This design comes from an exercise in tuning for small area, a short achievable clock period and few clock cycles per item on the open sky130 flow, not from production work. No run shown here included a check of the RTL's function; only the layout flow was run.

[flow/design.v]
module mult(
 clk,
 rstx,
 mcand_is_signed,
 mlier_is_signed,
 start,
 mcand,
 mlier,
 prod,
 busy
);
parameter BW_CNT = 3,    
          BW_MCAND = 3,
          BW_MLIER = 4;
input                          clk;
input                          rstx;
input                          mcand_is_signed;
input                          mlier_is_signed;
input                          start;
input           [BW_MCAND-1:0] mcand;
input           [BW_MLIER-1:0] mlier;
output [BW_MCAND+BW_MLIER-1:0] prod;
output                         busy;
reg [BW_CNT-1:0] cnt;
wire cnt_eq_0 = (cnt == {BW_CNT{1'b0}});
always @(posedge clk or negedge rstx)
  if (~rstx)         cnt <= {BW_CNT{1'b0}};
  else if (start)    cnt <= BW_MLIER;
  else if (cnt_eq_0) cnt <= {BW_CNT{1'b0}};
  else               cnt <= cnt - {{(BW_CNT-1){1'b0}}, 1'd1};
wire cnt_eq_1 = (cnt == {{(BW_CNT-1){1'b0}}, 1'd1});
assign busy = ~cnt_eq_0;
wire last_stage_1 = cnt_eq_1 & mlier_is_signed;
reg [BW_MCAND+BW_MLIER-1:0] prod;
wire [BW_MCAND-1:0] prod1 = (prod[0] ? mcand : {BW_MCAND{1'b0}});
wire [BW_MCAND:0] sum = {   cnt_eq_1
                          ? mcand_is_signed | mlier_is_signed
                          : 1'b0
                        , prod[BW_MCAND+BW_MLIER-1:BW_MLIER] }
                      + { 1'b0
                        ,   {BW_MCAND{last_stage_1}}
                          ^ { prod1[BW_MCAND-1] ^ mcand_is_signed
                            , prod1[BW_MCAND-2:0] } }
                      + {{BW_MCAND{1'b0}}, last_stage_1};
always @(posedge clk or negedge rstx)
  if (~rstx)          prod <= {(BW_MCAND+BW_MLIER){1'b0}};
  else if (start)     prod <= {mcand_is_signed, {(BW_MCAND-1){1'b0}}, mlier};
  else if (~cnt_eq_0) prod <= {sum, prod[BW_MLIER-1:1]};
endmodule
module cordic_sqrt_seq (
 input         rstx,
 input         clk,
 input         start,
 input  [15:0] din,
 output        busy,
 output [15:0] dout
);
reg [17:1] st;
always @(posedge clk or negedge rstx)
  if (!rstx) st <= 17'd0;
  else       st <= {st[16:1], start};
assign busy = |st;
wire cord = |st[9:1];     
wire yx   = |st[17:9];    
wire [7:0] selx = {st[9], st[8], st[7], st[6],
                   st[5] | st[4] | st[12],
                   st[3] | st[11] | st[13],
                   st[2] | st[14] | st[15] | st[16] | st[17],
                   st[1] | st[10]};
wire [7:0] sely = {st[9], st[8], st[7], st[6], st[5] | st[4], st[3], st[2], st[1]};
wire       mm_n = st[10] | st[11] | st[14] | st[15];
wire       cord_n = |st[8:1];
wire       rnd  = st[11];
reg  [20:0] X;
reg  [20:0] Y;
wire [28:0] yext = {{8{Y[20]}}, Y};
wire [28:0] xext = {8'd0, X};
reg  [20:0] ysh, xsh;
integer i, k;
always @(*) begin
  for (i = 0; i < 21; i = i + 1) begin
    ysh[i] = 1'b0;
    xsh[i] = 1'b0;
    for (k = 0; k < 8; k = k + 1) begin
      ysh[i] = ysh[i] | (selx[k] & yext[i + k + 1]);
      xsh[i] = xsh[i] | (sely[k] & xext[i + k + 1]);
    end
  end
  ysh[18] = ysh[18] | rnd;
end
reg         mx, cx, my;
wire [20:0] xsum, ysum;
pfx_add #(.W(21)) u_xadd (.a(X), .b(ysh ^ {21{mx}}), .ci(cx), .s(xsum));
pfx_add #(.W(21)) u_yadd (.a(Y), .b(xsh ^ {21{my}}), .ci(my), .s(ysum));
wire [20:0] x0 = {{1'b0, din} + 17'h02000, 4'd0};
wire [20:0] y0 = {{1'b0, din} - 17'h02000, 4'd0};
wire        ny_pos = start ? ~y0[20] : ~(yx ? xsum[20] : ysum[20]);
always @(posedge clk) begin
  mx <= (start | cord_n) ? ny_pos : mm_n;
  cx <= (start | cord_n) & ny_pos;
  my <= ny_pos;
end
always @(posedge clk)
  if (start) begin
    X <= x0;
    Y <= y0;
  end else if (busy) begin
    if (cord) X <= xsum;
    Y <= yx ? xsum : ysum;
  end
assign dout = Y[19:4];
endmodule
module pfx_add #(parameter W = 21) (
 input  [W-1:0] a,
 input  [W-1:0] b,
 input          ci,
 output [W-1:0] s
);
wire [W-1:0] p0 = a ^ b;
reg  [W:0]   g, p, gn, pn;
integer i, d;
always @(*) begin
  g = {a & b, ci};
  p = {p0, 1'b0};
  for (d = 1; d < W + 1; d = d * 2) begin
    gn = g;
    pn = p;
    for (i = d; i < W + 1; i = i + 1) begin
      gn[i] = g[i] | (p[i] & g[i - d]);
      pn[i] = p[i] & p[i - d];
    end
    g = gn;
    p = pn;
  end
end
assign s = p0 ^ g[W-1:0];
endmodule
[flow/flow/run.sh]
#!/bin/bash
# Standard layout, with the port buffers made of buf_1 cells instead of the default.
set -euo pipefail
bash standard.sh "BUFFER_PORTS_ARGS=-buffer_cell sky130_fd_sc_hd__buf_1" finish > standard_flow.log 2>&1
[flow/standard.sh]
#!/bin/bash
# synth_recipe.tcl (not shown) runs the flow's synth.tcl, then flattens the netlist and writes it again
# the make line also repeats each setting of config.mk as NAME=value (left out here)
make -C /OpenROAD-flow-scripts/flow DESIGN_CONFIG=/design/flow/config.mk WORK_HOME=/design/flow/orfs CLKGATE_MAP_FILE= SYNTH_SCRIPT=/design/flow/synth_recipe.tcl "${@:-finish}"
[flow/config.mk]
export PLATFORM = sky130hd
export DESIGN_NAME = cordic_sqrt_seq
export DESIGN_NICKNAME = cordic_sqrt_seq
export VERILOG_FILES = /design/flow/design.v
export SDC_FILE = /design/flow/constraint.sdc
export NUM_CORES = 4
export LEC_CHECK = 0
export CAP_MARGIN = 20
export CORE_MARGIN = 2
export CORE_UTILIZATION = 40
export SETUP_SLACK_MARGIN = 2.3
export SLEW_MARGIN = 20
[flow/constraint.sdc]
create_clock -name core_clock -period 6.0 [get_ports {clk}]
set_input_delay 1.2000 -clock core_clock [delete_from_list [all_inputs] [get_ports {clk}]]
set_output_delay 1.2000 -clock core_clock [all_outputs]
set_load 0.01 [all_outputs]
==> impl_metrics.env, run 1 <==
export IMPL_synthTopCellsByArea="edfxtp_1, ha_1, a22oi_1"
export IMPL_clk_pin_slew_ps=50
export IMPL_fmax_ghz=0.244
export IMPL_io_pins=36
export IMPL_synth_flop_cell="edfxtp_1"
export IMPL_fill_cells=1617
export IMPL_grt_pass1_wl_um=36700
export IMPL_hpwl_um=16900
export IMPL_hold_buffers=0
export IMPL_die_x_um=133
export IMPL_initial_core_util=0.404
export IMPL_final_core_util=0.473
export IMPL_start_kind="flop"
export IMPL_setup_tns_ps=0
export IMPL_port_buffers=35
export IMPL_drive_gt1_frac=0.174
export IMPL_row_count=47
export IMPL_arrival_ps=4200
export IMPL_rsz0062_at_grt="yes"
export IMPL_cts_root_buf="clkbuf_16"
export IMPL_dpl_cell_count=990
export IMPL_post_drt_wl_per_cell_um=23.3
export IMPL_path_cells="or4_4 -> or2_4 -> buf_6 -> a222oi_1 -> nand4_1 -> xor2_1 -> ha_2 -> a21o_1 -> nor2b_4 -> a2111oi_4 -> o21ai_2 -> a311oi_2 -> o21ba_4 -> nor2_2 -> a31o_1"
export IMPL_fp_dieArea_um2=17600
export IMPL_ys_seq_area_frac=0.252
export IMPL_diodes=0
export IMPL_placed_area_um2=6780
export IMPL_relSlewSlack=0.203
export IMPL_clkLatencyLatePin_ps=350
export IMPL_period_share=0.683
export IMPL_clk_path_buf_depth=2
export IMPL_antenna_found_initial=0
export IMPL_syn_to_final_growth_pct=17.2
export IMPL_nNetsFinal=882
export IMPL_syn_inst=807
export IMPL_cp_slowest_stage_delay_ps=570
export IMPL_period_minus_slack_ps=4100
export IMPL_worst_pin_slew_ps=1180
export IMPL_yosys_warnings=2
export IMPL_fin_cells=1044
export IMPL_synth_top_area_share=0.154
export IMPL_seq_area_um2=1680
export IMPL_path_class="reg2reg"
export IMPL_multi_input_area_um2=4890
export IMPL_clock_sinks=62
export IMPL_cp_end_kind="flop"
export IMPL_fin_hold_ws_ps=403
export IMPL_grt_overflow=0
export IMPL_finalHoldViolations=0
export IMPL_cts_tree="yes"
export IMPL_dieHeight_um=133
export IMPL_r2r_slack_ps=1900
export IMPL_fin_worst_skew_ps=11.3
export IMPL_place_gp_congestion=0.921
export IMPL_hp_class="reg2reg"
export IMPL_cp_required_ps=6090
export IMPL_routed_via_density=6.65
export IMPL_slew_violations=0
export IMPL_synth_edf_count=34
export IMPL_numCtsBuffers=9
export IMPL_grt_usage=0.267
export IMPL_drt_total_wl_um=24400
export IMPL_drv_cap=0
export IMPL_dr_first_iter_drc_count=1342
export IMPL_detail_route_first_pass_iterations=12
export IMPL_final_design_area_no_fill_um2=7770
export IMPL_synth_avg_cell_area_um2=8.21
export IMPL_slowest_stage="or4_4"
export IMPL_cp_max_fo=6
export IMPL_ant_nets=0
export IMPL_synth_nets=870
export IMPL_drc=0
export IMPL_yosysTopAreaCell="edfxtp_1"
export IMPL_grt_pass1_vias=6504
export IMPL_cts_max_level=3
export IMPL_via_count=6947
export IMPL_synthArstFlopShare=0.274
export IMPL_finalSetupViolCount=0
export IMPL_ys_ff_latch=62
export IMPL_syn_area_um2=6620
export IMPL_status="no timing/DRC/antenna violations"
export IMPL_synth_cell_types=68
export IMPL_core_region_area_um2=16400
export IMPL_grt_max_degree=41
==> kinds of logic after synthesis <==
kind of cell / synth area share
buf+inv: 0.0739
mux: 0.00604
xor+xnor: 0.0990
fa+ha+maj: 0.0842
simple gates: 0.156
compound gates: 0.330
flops: 0.252
==> state kept, by name (all words and copies together), names as in the netlist <==
name,flops
X,21
Y,21
cx,1
mx,1
my,1
st,17
==> metrics by stage <==
step / setup slack [ps]
after floorplan: 1990
after global placement: 1500
after detailed placement: 1490
after CTS: 1940
after global routing: 1720
final: 1900
==> worst paths after layout <==
check | start | to | cells past startpoint
worst max-delay path | st[15] | Y[20] | 15
worst min-delay path | st[16] | st[17] | 0
worst max register to register | st[15] | Y[20] | 15
worst min register to register | st[16] | st[17] | 0
max in group asynchronous | rstx | st[7] | 2
min in group asynchronous | rstx | st[8] | 2
==> worst max-delay path, delay by kind of cell, from the launching register on <==
family / cells / cell delay [ps]
XOR/XNOR: 1 / 210
AND/OR/NAND/NOR: 5 / 1220
flip-flops: 1 / 380
adder cells (fa/ha/maj): 1 / 330
buffers and inverters: 1 / 130
AO/OA/AOI/OAI: 7 / 1570
==> layout by cell type (no fill, tap or decap), types with 5 or more instances in the layout <==
cell	Yosys	layout
nor2_1	40	34
a211oi_1	12	9
nand3_1	28	27
and3_1	10	10
dfrtp_1	17	11
o21bai_1	7	6
inv_1	21	21
buf_6	1	7
nor3_1	14	13
o211ai_1	5	5
ha_2	0	9
a21oi_1	61	57
a222oi_1	34	34
nand2_1	63	60
a22oi_1	61	61
dfxtp_1	11	11
xor2_1	36	33
buf_4	18	42
nand4_1	19	19
o21ai_1	0	10
nor2_2	1	6
a22o_1	11	11
xnor2_1	36	32
buf_1	12	34
clkbuf_16	0	10
edfxtp_1	34	34
a21o_1	21	21
ha_1	43	34
o21ai_0	45	30
or3_1	8	6
==> cell usage after synthesis (12+ instances only) <==
library cell,instances
a211oi_1,12
a21o_1,21
a21oi_1,61
a222oi_1,34
a22oi_1,61
buf_1,12
buf_4,18
clkbuf_1,49
dfrtp_1,17
edfxtp_1,34
ha_1,43
inv_1,21
nand2_1,63
nand3_1,28
nand4_1,19
nor2_1,40
nor3_1,14
o21ai_0,45
xnor2_1,36
xor2_1,36
==> layout make-up <==
cell class / count / area share
clock inverters: 1 / 0.000644
clock buffers: 15 / 0.0359
multi-input cells: 639 / 0.630
well taps: 220 / 0.0354
inverters: 21 / 0.0101
flip-flops and latches: 62 / 0.216
repair buffers: 86 / 0.0714
==> metal layers <==
layer | GRT usage | wire, µm
met5 | 0 | 0
met2 | 0.415 | 10900
met3 | 0.0536 | 2240
met1 | 0.350 | 9840
met4 | 0.145 | 1410
==> repair_timing <==
item | in CTS | in global routing
setup endpoints to repair | 35 | 35
gates cloned | 1 | 1
pin swaps | 42 | 26
gates resized for setup | 53 | 47
setup buffers | 21 | 15
==> inputs of run 2 (changes only) <==
--- a/flow/design.v
+++ b/flow/design.v
@@ -91,8 +91,9 @@
 reg         mx, cx, my;
-wire [20:0] xsum, ysum;
+wire [20:0] xsum;
+wire [19:0] ysum;
 pfx_add #(.W(21)) u_xadd (.a(X), .b(ysh ^ {21{mx}}), .ci(cx), .s(xsum));
-pfx_add #(.W(21)) u_yadd (.a(Y), .b(xsh ^ {21{my}}), .ci(my), .s(ysum));
+pfx_add #(.W(20)) u_yadd (.a(Y[19:0]), .b(xsh[19:0] ^ {20{my}}), .ci(my), .s(ysum));
 wire [20:0] x0 = {{1'b0, din} + 17'h02000, 4'd0};
 wire [20:0] y0 = {{1'b0, din} - 17'h02000, 4'd0};
-wire        ny_pos = start ? ~y0[20] : ~(yx ? xsum[20] : ysum[20]);
+wire        ny_pos = start ? ~y0[20] : ~(yx ? xsum[20] : ysum[19]);
 always @(posedge clk) begin
@@ -108,3 +109,3 @@
     if (cord) X <= xsum;
-    Y <= yx ? xsum : ysum;
+    Y <= yx ? xsum : {ysum[19], ysum};
   end
==> run 2 against run 1 <==
  * Still clean
  * Utilization is 0.59 points higher
  * Critical path depth up 1
  * Register-to-register slack got worse by 140 ps
  * Non-clock buffer count grew 2
  * Fmax shrank 3.3%
  * Highest routed layer unchanged
  * Synthesized area is 4.3% lower
  * Final cell count down 3.4%
  * Die area is 4.1% lower
  * Via count shrank 4.0%
==> impl_metrics.env, run 2 <==
export IMPL_post_drt_wl_per_cell_um=23.3
export IMPL_detail_route_first_pass_iterations=7
export IMPL_cp_required_ps=6190
export IMPL_drive_gt1_frac=0.182
export IMPL_ys_seq_area_frac=0.263
export IMPL_final_common_cell="nand2_1"
export IMPL_cp_end_kind="flop"
export IMPL_initial_core_util=0.404
export IMPL_grt_max_degree=42
export IMPL_synthTopCellsByArea="edfxtp_1, ha_1, a22oi_1"
export IMPL_cts_root_buf="clkbuf_16"
export IMPL_via_count=6671
export IMPL_synth_top_area_share=0.161
export IMPL_synth_flop_cell="edfxtp_1"
export IMPL_clk_pin_slew_ps=60
export IMPL_grt_pass1_wl_um=34200
export IMPL_finalHoldViolations=0
export IMPL_arrival_ps=4430
export IMPL_dr_first_iter_drc_count=1259
export IMPL_fp_dieArea_um2=16900
export IMPL_antenna_found_initial=0
export IMPL_ys_ff_latch=62
export IMPL_hpwl_um=15100
export IMPL_nNetsFinal=849
export IMPL_io_pins=36
export IMPL_fin_worst_skew_ps=15.5
export IMPL_cts_max_level=3
export IMPL_syn_to_final_growth_pct=18.7
export IMPL_worst_pin_slew_ps=1090
export IMPL_clk_path_buf_depth=2
export IMPL_fin_hold_ws_ps=414
export IMPL_pre_cts_ws_ps=1440
export IMPL_yosys_top_cells_count="nand2_1, a21oi_1, a22oi_1"
export IMPL_hold_buffers=0
export IMPL_die_x_um=130
export IMPL_final_core_util=0.479
export IMPL_drt_total_wl_um=23500
export IMPL_port_buffers=35
export IMPL_final_design_area_no_fill_um2=7530
export IMPL_ant_nets=0
export IMPL_period_share=0.707
export IMPL_drc=0
export IMPL_syn_inst=774
export IMPL_clock_sinks=62
export IMPL_numCtsBuffers=9
export IMPL_synthMostInstantiatedCell="nand2_1"
export IMPL_yosysTopAreaCell="edfxtp_1"
export IMPL_row_count=46
export IMPL_path_class="reg2reg"
export IMPL_drv_cap=0
export IMPL_grt_pass1_vias=6176
export IMPL_synth_avg_cell_area_um2=8.19
export IMPL_synthArstFlopShare=0.274
export IMPL_grt_overflow=0
export IMPL_synth_edf_count=34
export IMPL_synth_nets=836
export IMPL_dieHeight_um=130
export IMPL_rsz0062_at_grt="yes"
export IMPL_relSlewSlack=0.269
export IMPL_start_kind="flop"
export IMPL_diodes=0
export IMPL_placed_area_um2=6460
export IMPL_largestRegisters="X x21, Y x21, st x17"
export IMPL_final_cell_mix="nand2_1, a22oi_1, a21oi_1, buf_4, xnor2_1"
export IMPL_routed_via_density=6.62
export IMPL_clkLatencyLatePin_ps=360
export IMPL_grt_usage=0.269
export IMPL_slew_violations=0
export IMPL_setup_ws_ps=1760
export IMPL_cts_tree="yes"
export IMPL_place_gp_congestion=0.945
export IMPL_synth_cell_types=66
export IMPL_core_region_area_um2=15700
export IMPL_status="no timing/DRC/antenna violations"
export IMPL_finalSetupViolCount=0
export IMPL_yosys_warnings=3
export IMPL_fmax_ghz=0.236
export IMPL_cp_max_fo=5
export IMPL_hp_class="reg2reg"
export IMPL_syn_area_um2=6340
export IMPL_setup_tns_ps=0
export IMPL_period_minus_slack_ps=4240
-- run 2: cells by family (layout without fill, tap and decap cells) --
| logic type | after synthesis | after routing | share of synthesized area |
|---|---|---|---|
| adder cells (fa/ha/maj) | 43 | 43 | 0.0860 |
| AO/OA/AOI/OAI | 288 | 288 | 0.316 |
| flip-flops | 62 | 62 | 0.263 |
| XOR/XNOR | 78 | 78 | 0.108 |
| buffers and inverters | 110 | 127 | 0.0773 |
| multiplexers | 3 | 3 | 0.00473 |
| AND/OR/NAND/NOR | 190 | 191 | 0.145 |
-- run 2: worst paths after layout --
kind	startpoint	end	slack (ps)	depth (start not counted)
worst max-delay path	st[16]	Y[18]	1760	16
worst min-delay path	st[4]	st[5]	410	0
worst max register to register	st[16]	Y[18]	1760	16
worst min register to register	st[4]	st[5]	410	0
max in group asynchronous	rstx	st[1]	4440	1
min in group asynchronous	rstx	st[3]	920	1
-- run 2: critical path, cell delays in order (launching register included) --
cell and delay (ps):
dfrtp_1 400, nor2_4 160, buf_12 110, or4b_4 510
a222oi_1 360, nand4_1 170, xor2_1 200, ha_4 360
nand3_4 110, nor4_4 310, nand4_1 220, a21boi_2 320
o311ai_4 140, nand2b_1 110, a21oi_2 80, or4_1 420
o2111ai_1 90
-- run 2: layout make-up --
cell class	instances	area [µm²]
Tap cell	216	270
Timing Repair Buffer	88	577
Sequential cell	62	1690
Clock buffer	12	289
Multi-Input combinational cell	603	4590
Inverter	23	88.8
Fill cell	1511	8180
Clock inverter	4	23.8
-- run 2: what timing repair did --
| item | CTS | global route |
|---|---|---|
| endpoints found under the setup margin | 39 | 38 |
| cloned | 1 | 0 |
| setup buffers | 28 | 17 |
| resized for setup | 47 | 47 |
| pin swaps | 41 | 41 |
-- run 2: per-stage QoR --
stage | std cells
detailed placement | 946
floorplan | 774
global placement | 946
finish | 1008
CTS | 991
global route | 1008
-- run 2: per-layer routing --
metal  wire [µm]  GRT usage  vias up
li1            -          -     2985
met1        9260      0.351     3118
met2       10700      0.425      473
met3        2560     0.0627       95
met4         926      0.123        0
met5           0          0        -
==> inputs of run 3 (changes only) <==
--- a/flow/design.v
+++ b/flow/design.v
@@ -90,2 +90,6 @@
 end
+reg         act;
+always @(posedge clk or negedge rstx)
+  if (!rstx) act <= 1'b0;
+  else       act <= start | (|st[16:1]);
 reg         mx, cx, my;
@@ -93,19 +97,24 @@
 wire [19:0] ysum;
-pfx_add #(.W(21)) u_xadd (.a(X), .b(ysh ^ {21{mx}}), .ci(cx), .s(xsum));
-pfx_add #(.W(20)) u_yadd (.a(Y[19:0]), .b(xsh[19:0] ^ {20{my}}), .ci(my), .s(ysum));
 wire [20:0] x0 = {{1'b0, din} + 17'h02000, 4'd0};
 wire [20:0] y0 = {{1'b0, din} - 17'h02000, 4'd0};
-wire        ny_pos = start ? ~y0[20] : ~(yx ? xsum[20] : ysum[19]);
-always @(posedge clk) begin
-  mx <= (start | cord_n) ? ny_pos : mm_n;
-  cx <= (start | cord_n) & ny_pos;
+wire [20:0] xa = act ? X : x0;
+wire [19:0] ya = act ? Y[19:0] : y0[19:0];
+pfx_add #(.W(21)) u_xadd (.a(xa), .b(ysh ^ {21{mx}}), .ci(cx), .s(xsum));
+pfx_add #(.W(20)) u_yadd (.a(ya), .b(xsh[19:0] ^ {20{my}}), .ci(my), .s(ysum));
+wire        ysgn = act ? ysum[19] : y0[20];
+wire        ny_pos = ~(yx ? xsum[20] : ysgn);
+always @(posedge clk or negedge rstx)
+  if (!rstx) begin
+    mx <= 1'b0;
+    cx <= 1'b0;
+  end else begin
+    mx <= (start | cord_n) ? ny_pos : mm_n;
+    cx <= (start | cord_n) & ny_pos;
+  end
+always @(posedge clk)
   my <= ny_pos;
-end
 always @(posedge clk)
-  if (start) begin
-    X <= x0;
-    Y <= y0;
-  end else if (busy) begin
-    if (cord) X <= xsum;
-    Y <= yx ? xsum : {ysum[19], ysum};
+  if (start | busy) begin
+    if (start | cord) X <= xsum;
+    Y <= yx ? xsum : {ysgn, ysum};
   end
==> run 3 against run 2 <==
  * Still clean on timing, DRC and antenna
  * Synthesized cell count rose by 3.7%
  * First-iteration DRC count fell by 18%
  * Cell area rose by 7.8%
==> impl_metrics.env, run 3 <==
export IMPL_cp_end_kind="flop"
export IMPL_worst_pin_slew_ps=1140
export IMPL_path_class="reg2reg"
export IMPL_drt_total_wl_um=23600
export IMPL_dr_wl_met3_um=2290
export IMPL_cts_tree="yes"
export IMPL_final_cell_mix="nand2_1, buf_4, a22oi_1, edfxtp_1, xnor2_1"
export IMPL_rsz0062_at_grt="yes"
export IMPL_highest_layer="met4"
export IMPL_grt_overflow=0
export IMPL_slew_violations=0
export IMPL_clkLatencyLatePin_ps=360
export IMPL_drv_cap=0
export IMPL_grt_pass1_wl_um=35700
export IMPL_dpl_cell_count=968
export IMPL_yosys_top_cells_count="nand2_1, a22oi_1, clkbuf_1"
export IMPL_clk_pin_slew_ps=60
export IMPL_cp_max_fo=8
export IMPL_final_core_util=0.509
export IMPL_cp_required_ps=6210
export IMPL_hpwl_um=15400
export IMPL_final_design_area_no_fill_um2=8120
export IMPL_diodes=0
export IMPL_arrival_ps=4080
export IMPL_initial_core_util=0.412
export IMPL_drc=0
export IMPL_place_gp_congestion=0.994
export IMPL_setup_tns_ps=0
export IMPL_met2_length_um=11100
export IMPL_row_count=46
export IMPL_fin_cells=1064
export IMPL_post_drt_wl_per_cell_um=22.2
export IMPL_start_kind="flop"
export IMPL_drive_gt1_frac=0.242
export IMPL_detail_route_first_pass_iterations=10
export IMPL_antenna_found_initial=0
export IMPL_cp_slowest_stage_delay_ps=490
export IMPL_fin_worst_skew_ps=11.1
export IMPL_syn_to_final_growth_pct=23.6
export IMPL_syn_area_um2=6570
export IMPL_fin_hold_ws_ps=415
export IMPL_syn_inst=803
export IMPL_cts_root_buf="clkbuf_16"
export IMPL_grt_max_degree=53
export IMPL_status="no timing/DRC/antenna violations"
export IMPL_synthArstFlopShare=0.317
export IMPL_yosysTopAreaCell="edfxtp_1"
export IMPL_synth_edf_count=42
export IMPL_grt_pass1_vias=6384
export IMPL_die_x_um=132
export IMPL_dr_first_iter_drc_count=1030
export IMPL_placed_area_um2=6610
export IMPL_synth_nets=865
export IMPL_synth_cell_types=62
export IMPL_synth_avg_cell_area_um2=8.18
export IMPL_ant_nets=0
export IMPL_numCtsBuffers=9
export IMPL_largestRegisters="X x21, Y x21, st x17"
export IMPL_synth_top_area_share=0.192
export IMPL_period_minus_slack_ps=3870
export IMPL_port_buffers=35
export IMPL_grt_usage=0.261
export IMPL_period_share=0.645
export IMPL_setup_ws_ps=2130
export IMPL_core_region_area_um2=15900
export IMPL_relSlewSlack=0.243
export IMPL_cpMostUsedCell="nand2_1"
export IMPL_clock_sinks=63
export IMPL_dieHeight_um=132
export IMPL_synth_flop_cell="edfxtp_1"
export IMPL_fmax_ghz=0.258
export IMPL_routed_via_density=6.36
export IMPL_hp_class="reg2reg"
export IMPL_synthTopCellsByArea="edfxtp_1, ha_1, dfrtp_1"
export IMPL_slowest_stage="dfrtp_4"
export IMPL_nNetsFinal=905
export IMPL_fp_dieArea_um2=17500
export IMPL_path_cells="or3_4 -> buf_6 -> a222oi_1 -> nand4_1 -> xor2_1 -> ha_2 -> nand2_1 -> o21ai_2 -> nand2_1 -> a32oi_2 -> o41ai_2 -> xnor2_2 -> a2bb2oi_4 -> mux2i_1"
export IMPL_via_count=6763
export IMPL_ys_ff_latch=63
export IMPL_yosys_warnings=3
export IMPL_finalHoldViolations=0
export IMPL_cts_max_level=3
export IMPL_synthMostInstantiatedCell="nand2_1"
export IMPL_ys_seq_area_frac=0.271
export IMPL_fill_cells=1469
export IMPL_pre_cts_ws_ps=1320
export IMPL_io_pins=36
export IMPL_wirelength_met1_um=9470
export IMPL_finalSetupViolCount=0
export IMPL_final_common_cell="nand2_1"
export IMPL_clk_path_buf_depth=2
-- run 3: changes by cell type after synthesis, sizes merged, moves of 10 or more --
cell and change:
a21oi -15, dfxtp -10, nand2 +42, nand2b +13
o21ai -20
-- run 3: final timing paths --
kind,end,start,slack (ps),cells after the start
max,mx,st[3],2130,14
min,st[15],st[14],420,0
max reg2reg,mx,st[3],2130,14
min reg2reg,st[15],st[14],420,0
max in group asynchronous,st[7],rstx,4810,1
min in group asynchronous,st[17],rstx,800,1
-- run 3: logic make-up after synthesis --
kind of cell	synth area share
AOI/OAI and AO/OA	0.270
xor gates and xnor gates	0.105
adders and majority gates	0.0831
buffers and inverters	0.0764
DFF	0.271
muxes	0.0131
and+or+nand+nor	0.180
-- run 3: cell type report --
cell class | count | area, µm² | area share
Multi-Input combinational cell | 627 | 4860 | 0.599
Sequential cell | 63 | 1800 | 0.222
Timing Repair Buffer | 121 | 821 | 0.101
Tap cell | 216 | 270 | 0.0333
Clock buffer | 9 | 225 | 0.0277
Inverter | 21 | 78.8 | 0.00971
Clock inverter | 7 | 55.1 | 0.00678
-- run 3: worst max-delay path: cells and delay by family (launching register included) --
family,cells,cell delay [ps]
buffers and inverters,1,150
AND/OR/NAND/NOR,4,880
adder cells (fa/ha/maj),1,430
flip-flops,1,490
AO/OA/AOI/OAI,5,1270
multiplexers,1,90
XOR/XNOR,2,410
-- run 3: what timing repair did --
item                                    CTS  global route
endpoints found under the setup margin   37            20
gates cloned                              2             0
hold buffers                              0             0
resized for setup                        77            58
pin swaps                                37            35
buffers inserted                         45            33
-- run 3: routing by layer --
layer,vias to the layer above,global-route usage
met4,0,0.114
met2,382,0.416
met5,-,0.0194
met3,69,0.0561
met1,3252,0.340
li1,3060,-
==> inputs of run 4 (changes only) <==
--- a/flow/design.v
+++ b/flow/design.v
@@ -62,13 +62,13 @@
 assign busy = |st;
-wire cord = |st[9:1];     
-wire yx   = |st[17:9];    
-wire [7:0] selx = {st[9], st[8], st[7], st[6],
-                   st[5] | st[4] | st[12],
-                   st[3] | st[11] | st[13],
-                   st[2] | st[14] | st[15] | st[16] | st[17],
-                   st[1] | st[10]};
-wire [7:0] sely = {st[9], st[8], st[7], st[6], st[5] | st[4], st[3], st[2], st[1]};
-wire       mm_n = st[10] | st[11] | st[14] | st[15];
+reg act;
+always @(posedge clk or negedge rstx)
+  if (!rstx) act <= 1'b0;
+  else       act <= start | (|st[16:1]);
+wire mulx = |st[17:11];             
+wire [7:0] sxy = {st[9], st[8], st[7], st[6], st[5] | st[4], st[3], st[2], st[1]};
+wire [3:0] sxx = {st[12], st[11] | st[13], st[14] | st[15] | st[16] | st[17], st[10]};
+wire [7:0] sely = sxy;
+wire       mm_n   = st[10] | st[11] | st[14] | st[15];
 wire       cord_n = |st[8:1];
-wire       rnd  = st[11];
+wire       rnd    = st[11];
 reg  [20:0] X;
@@ -77,2 +77,3 @@
 wire [28:0] xext = {8'd0, X};
+wire [28:0] aext = {{8{X[20]}}, X};
 reg  [20:0] ysh, xsh;
@@ -84,5 +85,7 @@
     for (k = 0; k < 8; k = k + 1) begin
-      ysh[i] = ysh[i] | (selx[k] & yext[i + k + 1]);
+      ysh[i] = ysh[i] | (sxy[k] & yext[i + k + 1]);
       xsh[i] = xsh[i] | (sely[k] & xext[i + k + 1]);
     end
+    for (k = 0; k < 4; k = k + 1)
+      ysh[i] = ysh[i] | (sxx[k] & aext[i + k + 1]);
   end
@@ -90,6 +93,2 @@
 end
-reg         act;
-always @(posedge clk or negedge rstx)
-  if (!rstx) act <= 1'b0;
-  else       act <= start | (|st[16:1]);
 reg         mx, cx, my;
@@ -99,4 +98,4 @@
 wire [20:0] y0 = {{1'b0, din} - 17'h02000, 4'd0};
-wire [20:0] xa = act ? X : x0;
-wire [19:0] ya = act ? Y[19:0] : y0[19:0];
+wire [20:0] xa = !act ? x0 : mulx ? {1'b0, Y[19:0]} : X;
+wire [19:0] ya = !act ? y0[19:0] : st[10] ? X[19:0] : Y[19:0];
 pfx_add #(.W(21)) u_xadd (.a(xa), .b(ysh ^ {21{mx}}), .ci(cx), .s(xsum));
@@ -104,3 +103,3 @@
 wire        ysgn = act ? ysum[19] : y0[20];
-wire        ny_pos = ~(yx ? xsum[20] : ysgn);
+wire        ny_pos = ~ysgn;
 always @(posedge clk or negedge rstx)
@@ -115,8 +114,7 @@
   my <= ny_pos;
-always @(posedge clk)
-  if (start | busy) begin
-    if (start | cord) X <= xsum;
-    Y <= yx ? xsum : {ysgn, ysum};
-  end
-assign dout = Y[19:4];
+always @(posedge clk) begin
+  if (start | busy) X <= xsum;
+  if (start | (|st[10:1])) Y <= {ysgn, ysum};
+end
+assign dout = X[19:4];
 endmodule
==> run 4 against run 3 <==
  * Synthesized area is 3.9% higher
  * Fmax down 3.5%
  * Still clean
  * Critical path depth rose by 1
  * Largest cell class unchanged
==> impl_metrics.env, run 4 <==
export IMPL_hp_class="reg2reg"
export IMPL_post_drt_wl_per_cell_um=22.1
export IMPL_fill_cells=1644
export IMPL_fin_hold_ws_ps=384
export IMPL_period_share=0.668
export IMPL_nNetsFinal=898
export IMPL_min_from="st[16]"
export IMPL_clock_sinks=63
export IMPL_r2r_start="st[14]"
export IMPL_via_count=6988
export IMPL_hpwl_um=15100
export IMPL_initial_core_util=0.410
export IMPL_syn_area_um2=6820
export IMPL_drv_cap=0
export IMPL_row_count=47
export IMPL_synth_nets=902
export IMPL_hold_end="st[17]"
export IMPL_clkLatencyLatePin_ps=350
export IMPL_relSlewSlack=0.351
export IMPL_grt_overflow=0
export IMPL_cp_end_kind="flop"
export IMPL_drc=0
export IMPL_syn_inst=841
export IMPL_slowest_stage="or4_4"
export IMPL_arrival_ps=4110
export IMPL_cts_root_buf="clkbuf_16"
export IMPL_fin_worst_skew_ps=5.80
export IMPL_syn_to_final_growth_pct=13.5
export IMPL_synth_avg_cell_area_um2=8.11
export IMPL_grt_usage=0.257
export IMPL_synth_top_area_share=0.185
export IMPL_final_common_cell="nand2_1"
export IMPL_finalHoldViolations=0
export IMPL_die_x_um=135
export IMPL_min_delay_path_depth=0
export IMPL_r2r_slack_ps=1990
export IMPL_routed_via_density=6.58
export IMPL_io_pins=36
export IMPL_core_region_area_um2=16600
export IMPL_cts_max_level=3
export IMPL_period_minus_slack_ps=4010
export IMPL_fmax_ghz=0.249
export IMPL_detail_route_first_pass_iterations=10
export IMPL_diodes=0
export IMPL_timing_critical_path_buf_inv=1
export IMPL_slew_violations=0
export IMPL_clk_pin_slew_ps=60
export IMPL_final_cell_mix="nand2_1, a21oi_1, xnor2_1, a22oi_1, a222oi_1"
export IMPL_reg2regPathDepth=15
export IMPL_grt_pass1_wl_um=36500
export IMPL_ys_seq_area_frac=0.261
export IMPL_synthMostInstantiatedCell="nand2_1"
export IMPL_dr_first_iter_drc_count=1202
export IMPL_synth_flop_cell="edfxtp_1"
export IMPL_critical_path_top_delay_family="compound AO/OA/AOI/OAI gates"
export IMPL_clk_path_buf_depth=2
export IMPL_cts_tree="yes"
export IMPL_grt_pass1_vias=6550
export IMPL_rr_endpoint="X[20]"
export IMPL_path_depth=15
export IMPL_port_buffers=35
export IMPL_antenna_found_initial=0
export IMPL_finalSetupViolCount=0
export IMPL_fp_dieArea_um2=18100
export IMPL_start_kind="flop"
export IMPL_drt_total_wl_um=23500
export IMPL_grt_max_degree=43
export IMPL_dieHeight_um=135
export IMPL_yosysTopAreaCell="edfxtp_1"
export IMPL_rsz0062_at_grt="yes"
export IMPL_setup_tns_ps=0
export IMPL_worst_pin_slew_ps=972
export IMPL_path_cells="or3_4 -> or4_4 -> mux2i_1 -> nand2b_4 -> inv_2 -> ha_4 -> a211oi_2 -> o21ai_1 -> or2_1 -> a41oi_4 -> o31ai_4 -> a311o_1 -> a211o_1 -> o31ai_2 -> xnor2_1"
export IMPL_ys_ff_latch=63
export IMPL_yosys_warnings=3
export IMPL_synthArstFlopShare=0.317
export IMPL_synthTopCellsByArea="edfxtp_1, ha_1, dfrtp_1"
export IMPL_yosys_top_cells_count="nand2_1, clkbuf_1, a21oi_1"
export IMPL_synth_cell_types=58
export IMPL_cp_slowest_stage_delay_ps=550
export IMPL_drive_gt1_frac=0.140
export IMPL_largestRegisters="X x21, Y x21, st x17"
export IMPL_cp_max_fo=3
export IMPL_numCtsBuffers=9
export IMPL_status="no timing/DRC/antenna violations"
export IMPL_ant_nets=0
export IMPL_path_class="reg2reg"
export IMPL_place_gp_congestion=0.924
export IMPL_synth_edf_count=42
export IMPL_cp_required_ps=6100
==> run 4: cell count changes after synthesis, moves of 8 or more <==
cell,previous run,this run
a31oi_1,5,31
o21ai_1,20,4
a222oi_1,35,48
a21oi_1,49,60
nand3_1,23,36
a22oi_1,61,50
xnor2_1,43,53
and2_1,9,1
==> run 4: how the worst max path moves through the flow <==
stage | slack (ps) | start | endpoint
floorplan | 2150 | st[16] | X[20]
global placement | 1600 | st[11] | X[20]
detailed placement | 1570 | st[11] | X[20]
CTS | 1980 | st[14] | X[20]
global route | 1830 | st[14] | X[20]
finish | 1990 | st[14] | X[20]
==> run 4: stage by stage <==
stage	cell area, µm²	utilization	cells	worst slack, ps
detailed placement	6930	0.416	1007	1570
global placement	6920	0.416	1007	1600
finish	7740	0.465	1062	1990
floorplan	6890	-	841	2150
global route	7740	0.465	1062	1830
CTS	7480	0.450	1042	1980
==> run 4: repair_timing <==
action                     4_1_cts  5_1_grt
setup buffers                   17       19
cloned                           2        1
setup endpoints to repair       22       22
gates resized for setup         25       19
pin swaps                       20       16
hold buffers                     0        0
==> run 4: kinds of logic after synthesis <==
group                      after synthesis  synth area share
AOI/OAI and AO/OA                      271             0.290
xor gates and xnor gates                82             0.106
adders and majority gates               42            0.0781
buffers and inverters                  123            0.0778
DFF                                     63             0.261
muxes                                   10            0.0147
and+or+nand+nor                        250             0.172
==> run 4: layer usage <==
layer  part of all wire  wire length, µm  global-route usage
met3               0.11             2550              0.0668
met5                  0                0                   0
met2               0.44            10300               0.384
met1               0.42             9760               0.351
met4              0.035              828               0.113
==> run 4: layout make-up <==
cell class	count	area, µm²	share of cell area
clock buffers	10	250	0.0323
clock inverters	6	65.1	0.00840
inverters	20	75.1	0.00970
multi-input cells	657	4720	0.610
flip-flops and latches	63	1800	0.232
well taps	220	275	0.0356
repair buffers	86	559	0.0722
==> inputs of run 5 (changes only) <==
--- a/flow/design.v
+++ b/flow/design.v
@@ -57,18 +57,58 @@
 );
-reg [17:1] st;
+reg  [4:0] cnt;
+wire [4:0] ncnt = start ? 5'd1 :
+                  ((cnt == 5'd17) || (cnt == 5'd0)) ? 5'd0 : cnt + 5'd1;
 always @(posedge clk or negedge rstx)
-  if (!rstx) st <= 17'd0;
-  else       st <= {st[16:1], start};
-assign busy = |st;
-reg act;
+  if (!rstx) cnt <= 5'd0;
+  else       cnt <= ncnt;
+assign busy = (cnt != 5'd0);
+reg [7:0] selx_n;   
+reg [7:0] sely_n;   
+reg       mm_n;     
+always @(*) begin
+  sely_n = 8'b00000000;
+  case (ncnt)
+  5'd1: sely_n = 8'b00000001;
+  5'd2: sely_n = 8'b00000010;
+  5'd3: sely_n = 8'b00000100;
+  5'd4: sely_n = 8'b00001000;
+  5'd5: sely_n = 8'b00001000;
+  5'd6: sely_n = 8'b00010000;
+  5'd7: sely_n = 8'b00100000;
+  5'd8: sely_n = 8'b01000000;
+  5'd9: sely_n = 8'b10000000;
+  default: sely_n = 8'b00000000;
+  endcase
+  mm_n = 1'b0;
+  case (ncnt)
+  5'd10: begin selx_n = 8'b00000001; mm_n = 1'b0; end
+  5'd11: begin selx_n = 8'b00000100; mm_n = 1'b1; end
+  5'd12: begin selx_n = 8'b00001000; mm_n = 1'b1; end
+  5'd13: begin selx_n = 8'b00000100; mm_n = 1'b0; end
+  5'd14: begin selx_n = 8'b00000010; mm_n = 1'b0; end
+  5'd15: begin selx_n = 8'b00000010; mm_n = 1'b1; end
+  5'd16: begin selx_n = 8'b00000010; mm_n = 1'b1; end
+  5'd17: begin selx_n = 8'b00000010; mm_n = 1'b0; end
+  default: selx_n = sely_n;
+  endcase
+end
+wire cord_n = (ncnt != 5'd0) && (ncnt <= 5'd9);
+reg [7:0] selx, sely;
+reg       cord, yx, rnd, act;
 always @(posedge clk or negedge rstx)
-  if (!rstx) act <= 1'b0;
-  else       act <= start | (|st[16:1]);
-wire mulx = |st[17:11];             
-wire [7:0] sxy = {st[9], st[8], st[7], st[6], st[5] | st[4], st[3], st[2], st[1]};
-wire [3:0] sxx = {st[12], st[11] | st[13], st[14] | st[15] | st[16] | st[17], st[10]};
-wire [7:0] sely = sxy;
-wire       mm_n   = st[10] | st[11] | st[14] | st[15];
-wire       cord_n = |st[8:1];
-wire       rnd    = st[11];
+  if (!rstx) begin
+    selx <= 8'd0;
+    sely <= 8'd0;
+    cord <= 1'b0;
+    yx   <= 1'b0;
+    rnd  <= 1'b0;
+    act  <= 1'b0;
+  end else begin
+    selx <= selx_n;
+    sely <= sely_n;
+    cord <= cord_n;
+    yx   <= (ncnt >= 5'd9);
+    rnd  <= (ncnt == 5'd11);
+    act  <= (ncnt != 5'd0);
+  end
 reg  [20:0] X;
@@ -77,3 +117,2 @@
 wire [28:0] xext = {8'd0, X};
-wire [28:0] aext = {{8{X[20]}}, X};
 reg  [20:0] ysh, xsh;
@@ -85,7 +124,5 @@
     for (k = 0; k < 8; k = k + 1) begin
-      ysh[i] = ysh[i] | (sxy[k] & yext[i + k + 1]);
+      ysh[i] = ysh[i] | (selx[k] & yext[i + k + 1]);
       xsh[i] = xsh[i] | (sely[k] & xext[i + k + 1]);
     end
-    for (k = 0; k < 4; k = k + 1)
-      ysh[i] = ysh[i] | (sxx[k] & aext[i + k + 1]);
   end
@@ -94,12 +131,12 @@
 reg         mx, cx, my;
+wire [20:0] x0 = {{1'b0, din} + 17'h02000, 4'd0};
+wire [20:0] y0 = {{1'b0, din} - 17'h02000, 4'd0};
+wire [20:0] xa = act ? X : x0;
+wire [19:0] ya = act ? Y[19:0] : y0[19:0];
 wire [20:0] xsum;
 wire [19:0] ysum;
-wire [20:0] x0 = {{1'b0, din} + 17'h02000, 4'd0};
-wire [20:0] y0 = {{1'b0, din} - 17'h02000, 4'd0};
-wire [20:0] xa = !act ? x0 : mulx ? {1'b0, Y[19:0]} : X;
-wire [19:0] ya = !act ? y0[19:0] : st[10] ? X[19:0] : Y[19:0];
 pfx_add #(.W(21)) u_xadd (.a(xa), .b(ysh ^ {21{mx}}), .ci(cx), .s(xsum));
 pfx_add #(.W(20)) u_yadd (.a(ya), .b(xsh[19:0] ^ {20{my}}), .ci(my), .s(ysum));
-wire        ysgn = act ? ysum[19] : y0[20];
-wire        ny_pos = ~ysgn;
+wire        ysgn   = act ? ysum[19] : y0[20];
+wire        ny_pos = ~(yx ? xsum[20] : ysgn);
 always @(posedge clk or negedge rstx)
@@ -109,4 +146,4 @@
   end else begin
-    mx <= (start | cord_n) ? ny_pos : mm_n;
-    cx <= (start | cord_n) & ny_pos;
+    mx <= cord_n ? ny_pos : mm_n;
+    cx <= cord_n & ny_pos;
   end
@@ -115,6 +152,6 @@
 always @(posedge clk) begin
-  if (start | busy) X <= xsum;
-  if (start | (|st[10:1])) Y <= {ysgn, ysum};
+  if (start | cord) X <= xsum;
+  if (start | busy) Y <= yx ? xsum : {ysgn, ysum};
 end
-assign dout = X[19:4];
+assign dout = Y[19:4];
 endmodule
==> run 5 against run 4 <==
  * Highest routed layer unchanged
  * Critical endpoint is now mx
  * Sequential cell count is 7 higher
  * Critical path type unchanged
  * Sequential share of layout area rose by 2.8 points
  * Still clean
  * Cell area down 1.7%
  * Via count shrank 4.8%
  * Synthesized area is 2.1% higher
==> impl_metrics.env, run 5 <==
export IMPL_status="no timing/DRC/antenna violations"
export IMPL_synth_avg_cell_area_um2=8.24
export IMPL_reg2regPathDepth=13
export IMPL_ant_nets=0
export IMPL_synthTopCellsByArea="edfxtp_1, a22oi_1, dfrtp_1"
export IMPL_fin_worst_skew_ps=7.91
export IMPL_path_cells="or4_4 -> or3_4 -> or2_1 -> a221oi_2 -> xnor2_1 -> ha_1 -> a21o_1 -> and2_4 -> o21a_1 -> a31oi_2 -> a31oi_1 -> a31oi_2 -> o221ai_2"
export IMPL_slew_violations=0
export IMPL_rr_endpoint="mx"
export IMPL_setup_tns_ps=0
export IMPL_nNetsFinal=899
export IMPL_cp_required_ps=6220
export IMPL_drive_gt1_frac=0.110
export IMPL_period_minus_slack_ps=3700
export IMPL_grt_max_degree=46
export IMPL_grt_pass1_wl_um=34500
export IMPL_clock_sinks=70
export IMPL_grt_usage=0.242
export IMPL_final_common_cell="a22oi_1"
export IMPL_fmax_ghz=0.270
export IMPL_port_buffers=35
export IMPL_largestRegisters="X x21, Y x21"
export IMPL_clk_pin_slew_ps=60
export IMPL_synth_top_area_share=0.181
export IMPL_drv_cap=0
export IMPL_place_gp_congestion=0.904
export IMPL_yosys_top_cells_count="a22oi_1, nand2_1, nor2_1"
export IMPL_synth_cell_types=65
export IMPL_fp_dieArea_um2=18500
export IMPL_start_kind="flop"
export IMPL_hold_end="selx[6]"
export IMPL_min_from="cnt[4]"
export IMPL_initial_core_util=0.405
export IMPL_numCtsBuffers=9
export IMPL_final_cell_mix="a22oi_1, nand2_1, nor2_1, xor2_1, ha_1"
export IMPL_dr_first_iter_drc_count=872
export IMPL_r2r_slack_ps=2300
export IMPL_via_count=6651
export IMPL_worst_pin_slew_ps=939
export IMPL_row_count=48
export IMPL_finalHoldViolations=0
export IMPL_cts_max_level=3
export IMPL_drc=0
export IMPL_cp_max_fo=4
export IMPL_hpwl_um=15800
export IMPL_cts_tree="yes"
export IMPL_clkLatencyLatePin_ps=350
export IMPL_cp_end_kind="flop"
export IMPL_syn_to_final_growth_pct=9.25
export IMPL_synth_nets=909
export IMPL_relSlewSlack=0.374
export IMPL_yosys_warnings=3
export IMPL_fin_cells=1065
export IMPL_io_pins=36
export IMPL_synthArstFlopShare=0.386
export IMPL_arrival_ps=3920
export IMPL_period_share=0.617
export IMPL_cpMostUsedCell="a31oi_2"
export IMPL_grt_overflow=0
export IMPL_die_x_um=136
export IMPL_dpl_cell_count=1027
export IMPL_slowest_stage="or4_4"
export IMPL_syn_area_um2=6960
export IMPL_synth_edf_count=42
export IMPL_syn_inst=845
export IMPL_synth_flop_cell="edfxtp_1"
export IMPL_hp_class="reg2reg"
export IMPL_finalSetupViolCount=0
export IMPL_synthMostInstantiatedCell="a22oi_1"
export IMPL_cp_slowest_stage_delay_ps=560
export IMPL_yosysTopAreaCell="edfxtp_1"
export IMPL_min_delay_path_depth=2
export IMPL_diodes=0
export IMPL_detail_route_first_pass_iterations=9
export IMPL_r2r_start="selx[7]"
export IMPL_dieHeight_um=136
export IMPL_drt_total_wl_um=22400
export IMPL_clk_path_buf_depth=2
export IMPL_post_drt_wl_per_cell_um=21.0
export IMPL_antenna_found_initial=0
export IMPL_ys_seq_area_frac=0.281
export IMPL_rsz0062_at_grt="yes"
export IMPL_grt_pass1_vias=6293
export IMPL_routed_via_density=6.25
export IMPL_hold_buffers=0
export IMPL_core_region_area_um2=17200
export IMPL_path_class="reg2reg"
export IMPL_ys_ff_latch=70
export IMPL_cts_root_buf="clkbuf_16"
## run 5: worst max-delay path: cells and delay by family (launching register included)
family | cells | cell delay [ps]
simple gates | 4 | 1280
xor+xnor | 1 | 180
flops | 1 | 420
fa+ha+maj | 1 | 310
compound gates | 7 | 1380
## run 5: cell families after synthesis
| kind of cell | count (synthesis) | share of synthesized area |
|---|---|---|
| AOI/OAI and AO/OA | 277 | 0.284 |
| DFF | 70 | 0.281 |
| buffers and inverters | 112 | 0.0706 |
| muxes | 6 | 0.00898 |
| xor gates and xnor gates | 81 | 0.104 |
| adders and majority gates | 45 | 0.0819 |
| and+or+nand+nor | 254 | 0.169 |
## run 5: what timing repair did
item                                    in CTS  in global routing
endpoints found under the setup margin       7                 11
pin swaps                                    2                 13
gates resized for setup                     15                 18
setup buffers                                9                 13
## run 5: layout make-up
type / count / area, µm²
fill: 1753 / 9570
multi-input combinational: 663 / 4590
sequential: 70 / 1980
timing repair buffer: 65 / 369
tap: 225 / 282
clock buffer: 11 / 254
inverter: 26 / 98.8
clock inverter: 5 / 40.0
## run 5: how the worst max path moves through the flow
stage	cells past startpoint	end	start	slack, ps
3_3_place_gp	13	mx	selx[4]	2030
5_1_grt	13	mx	selx[7]	2140
4_1_cts	13	mx	selx[4]	2240
3_5_place_dp	13	mx	selx[4]	2020
6_report	13	mx	selx[7]	2300
2_1_floorplan	13	mx	selx[4]	2540
## run 5: stage by stage
stage	area, µm²	hold WS, ps	util	worst slack (ps)
after floorplan	6960	628	-	2540
after global placement	7040	709	0.410	2030
after detailed placement	7040	707	0.410	2020
after CTS	7430	718	0.432	2240
after global routing	7610	775	0.443	2140
final	7610	723	0.443	2300
## run 5: metal layers
layer  up-vias  share of wire  GRT usage  wire length, µm
li1       3106              -          -                -
met1      3147           0.45      0.338            10100
met2       349           0.45      0.380            10100
met3        49          0.073     0.0462             1640
met4         0          0.028     0.0723              621
met5         -              0          0                0

[what the ideal ports hide]
No port has a modelled driver above. Below, the same layouts with a new extraction and two added sets of constraints. Step 1: set_driving_cell puts a clkbuf_16 on clk and a buf_2 on each other input, an assumption about the parent block. Step 2 moves the port delays by t, midway between the first and last clock arrival at a register: inputs arrive t later, outputs are due t later. That takes back most of the time a late clock gives input paths. Three values: ideal ports, drivers, drivers and shift; two values: the first two.
run | t (ns) | slack for setup (ns) | worst hold slack (ns) | worst setup path at the end | slew at the worst register clock pin (ns)
run 1 | 0.386 | 1.900 / 1.900 / 1.900 | 0.403 / 0.403 / 0.403 | register to register | 0.06 / 0.06
run 2 | 0.396 | 1.758 / 1.758 / 1.758 | 0.414 / 0.414 / 0.414 | register to register | 0.07 / 0.07
run 3 | 0.395 | 2.131 / 2.131 / 1.902 | 0.415 / 0.415 / 0.415 | input to register | 0.07 / 0.07
run 4 | 0.391 | 1.989 / 1.989 / 1.976 | 0.384 / 0.384 / 0.384 | input to register | 0.06 / 0.06
run 5 | 0.387 | 2.298 / 2.298 / 2.157 | 0.723 / 0.723 / 0.723 | input to register | 0.06 / 0.06
After both steps every run listed still meets setup and hold. For run 3, which loses most, drivers alone change the setup slack by 0.000 ns; drivers and shift together by -0.229 ns.
